This design comes from an exercise in tuning for small area, a short achievable clock period and few clock cycles on the open sky130 flow, not from production work.
Only simulation tests tie the RTL to the original design; equivalence was not proved.
Power is estimated from default activity; no workload was simulated.

run 1:
==> flow/design.v (excerpt) <==
module mul
(
	input clk,
	input rst,
	input  [31:0] a,
	input  [31:0] b,
	input start,
	output [31:0] res_mul,
	output logic vld
);
Size: about 1,200 cells after synthesis, ~65 flip-flops, ~100 I/O pins, about 12,000 µm² of cells after synthesis.
clock: 12.0 ns
lec_check: 0
cap_margin: 20
core_margin: 2
core_utilization: 55
cts_buf_list: sky130_fd_sc_hd__clkbuf_4 sky130_fd_sc_hd__clkbuf_8
cts_cluster_size: 40
slew_margin: 20
standard.sh (not shown) runs the stock make flow with config.mk's settings and CLKGATE_MAP_FILE= SYNTH_SCRIPT=/design/flow/synth_recipe.tcl, a recipe that flattens the netlist after the stock synthesis.
==> flow/flow/run.sh <==
#!/bin/bash
# The standard ORFS layout with three changes to how it is made:
#  - synthesis skips the generic ABC pass inside Yosys's synth command
#    (SYNTH_ARGS=-noabc), so extract_fa sees the adders as written and maps
#    them to full-adder cells without inverters between them; registers and
#    their names are the standard synthesis's;
#  - the port buffers are sky130_fd_sc_hd__buf_4 instead of a delay buffer;
#  - repair_timing aims for a larger setup margin.
set -euo pipefail
cd "$(dirname "$0")/.."
export SYNTH_ARGS="-noabc"
export BUFFER_PORTS_ARGS="-buffer_cell sky130_fd_sc_hd__buf_4"
export SETUP_SLACK_MARGIN=6.4
bash standard.sh finish > standard.log 2>&1
Run 1 finished every stage and its layout cleared the timing, design-rule and antenna checks.
Testbench counts of run 1, summed over its fixed seeds: cycles 3,200.
The inputs of run 2 differ from those of run 1 as listed below.
- changing CORE_UTILIZATION from 55 to 45
diff --git a/flow/flow/run.sh b/flow/flow/run.sh
--- a/flow/flow/run.sh
+++ b/flow/flow/run.sh
@@ -13 +13 @@
-export SETUP_SLACK_MARGIN=6.4
+export SETUP_SLACK_MARGIN=6.2
## What came out
- The final layout from run 2, which completed every stage, passed the timing, design-rule and antenna checks at the end of the flow.
- Relative to run 1, the wire length of the first global-routing pass measured on run 2 has decreased slightly.
- Looking at hold slack, run 2 sits above run 1.
- Of the two values seen for startpoint of the most critical setup path, b[1] was produced by run 2 and c384_q$_DFF_P_ by run 1.
- Run 2 vs. run 1: met3 global-route usage moved down, clock network power share rose by 0.7 points, final critical-path share of the clock period rose 0.41 points, final area now smaller, via count dropped 4.0%.
### run 2 -> run 3
- GPL_ROUTABILITY_DRIVEN now 0, previously not set
- CORE_UTILIZATION now 55, was 45
## What came out
Detailed placement HPWL for run 3 is lower than for run 2. Diff run 2 -> run 3 | cell count after placement | down by a few percent. Re number of hold violations in the final report: no difference whatsoever between run 2 and run 3. Taking run 2 as the reference point, the proportion of power drawn by the clock network of run 3 falls by 0.7 points. From run 2 to run 3 the numbers moved as follows: synthesis-to-finish area growth shrank by 1.5 points, cell depth of the worst setup path shrank by 1. Share of total power in sequential cells, run 2 and run 3, higher one = run 3. Run 3 vs run 2: cell count down by a few percent. For layout filler cell count, dividing the value from run 2 by the value from run 3 gives 1.3.
Edits applied to the flow inputs when going from run 3 to run 4:
- GPL_ROUTABILITY_DRIVEN no longer set, was 0
- CTS_BUF_LIST no longer set, was sky130_fd_sc_hd__clkbuf_4 sky130_fd_sc_hd__clkbuf_8
- CTS_CLUSTER_SIZE no longer set, was 40
diff --git a/flow/flow/run.sh b/flow/flow/run.sh
--- a/flow/flow/run.sh
+++ b/flow/flow/run.sh
@@ -13 +13 @@
-export SETUP_SLACK_MARGIN=6.2
+export SETUP_SLACK_MARGIN=6.0
--- outcome ---
In the reports for run 3 and run 4, the larger data required time of the critical path belongs to run 3.
From run 3 to run 4 the numbers moved as follows: die area was more or less identical; routed length on met3 rose 240 µm; number of gates resized after cts moved down; sequential share of power -0.2 points; share of total power in combinational logic down 1.2 points.
b[17] as the timing startpoint of the critical path was reported by run 3, and b[3] by run 4.
Setup slack: run 4 less than run 3

* * *

v6:
Starting RTL as in the previous note.
==> flow/config.mk <==
export PLATFORM = sky130hd
export DESIGN_NAME = mul
export DESIGN_NICKNAME = mul
export VERILOG_FILES = /design/flow/design.v
export SDC_FILE = /design/flow/constraint.sdc
export NUM_CORES = 4
export LEC_CHECK = 0
export CAP_MARGIN = 20
export CORE_MARGIN = 2
export CORE_UTILIZATION = 55
export CTS_BUF_LIST = sky130_fd_sc_hd__clkbuf_4 sky130_fd_sc_hd__clkbuf_8
export CTS_CLUSTER_SIZE = 40
export SLEW_MARGIN = 20
==> flow/constraint.sdc <==
create_clock -name core_clock -period 12.0 [get_ports {clk}]
set_input_delay 2.4000 -clock core_clock [delete_from_list [all_inputs] [get_ports {clk}]]
set_output_delay 2.4000 -clock core_clock [all_outputs]
set_load 0.01 [all_outputs]
==> flow/flow/run.sh <==
#!/bin/bash
# The standard ORFS layout with three changes to how it is made:
#  - synthesis skips the generic ABC pass inside Yosys's synth command
#    (SYNTH_ARGS=-noabc), so extract_fa sees the adders as written and maps
#    them to full-adder cells without inverters between them; registers and
#    their names are the standard synthesis's;
#  - the port buffers are sky130_fd_sc_hd__buf_4 instead of a delay buffer;
#  - repair_timing aims for a larger setup margin.
set -euo pipefail
cd "$(dirname "$0")/.."
export SYNTH_ARGS="-noabc"
export BUFFER_PORTS_ARGS="-buffer_cell sky130_fd_sc_hd__buf_4"
export SETUP_SLACK_MARGIN=6.2
bash standard.sh MATCH_CELL_FOOTPRINT=0 finish > standard.log 2>&1
Testbench counts of v6, summed over its fixed seeds: cycles 3,200.
Modified inputs, v7 compared to v6
Settings: a deleted CTS_CLUSTER_SIZE that had been 40; a deleted CTS_BUF_LIST that had been sky130_fd_sc_hd__clkbuf_4 sky130_fd_sc_hd__clkbuf_8.
--- a/flow/flow/run.sh
+++ b/flow/flow/run.sh
@@ -13,2 +13,2 @@
 export SETUP_SLACK_MARGIN=6.2
-bash standard.sh MATCH_CELL_FOOTPRINT=0 finish > standard.log 2>&1
+bash standard.sh finish > standard.log 2>&1
Findings:
Cell area | v7 vs v6 | v7 larger
On cell count, v7 tracks v6 almost exactly.
Wire length of the first global-routing pass of v7 is on par with v6.

## static timing again, ports no longer ideal
In the flow no input, the clock included, has a driving cell. The finished layouts below were timed again as built, in two steps.
Step 1: set_driving_cell puts a clkbuf_16 on clk and a buf_2 on each other input, an assumption about the parent block.
Step 2 also shifts input and output timing later by t, the mid clock arrival at the registers, as if the neighbouring blocks saw the same clock.
Slacks: ideal ports / drivers / drivers and shift; pairs: ideal ports / drivers.
run | t, ns | setup WS [ns] | worst setup path at the end | clock arrival spread, ns | worst register clock-pin slew, ns
run 1 | 0.438 | 6.359 / 6.314 / 5.929 | input to register | 0.015 / 0.015 | 0.10 / 0.10
run 2 | 0.422 | 6.310 / 6.280 / 5.858 | input to register | 0.016 / 0.016 | 0.09 / 0.09
run 3 | 0.420 | 6.262 / 6.273 / 5.853 | input to register | 0.016 / 0.016 | 0.09 / 0.09
run 4 | 0.399 | 6.105 / 6.130 / 5.731 | input to register | 0.015 / 0.016 | 0.07 / 0.07
v6 | 0.428 | 6.272 / 6.268 / 5.840 | input to register | 0.014 / 0.014 | 0.09 / 0.09
v7 | 0.396 | 6.245 / 6.273 / 5.877 | input to register | 0.010 / 0.010 | 0.06 / 0.06
After both steps setup and hold are still met in every run listed. The setup slack of run 2, which loses most, moves by -0.030 ns with the drivers and by -0.452 ns with both steps.
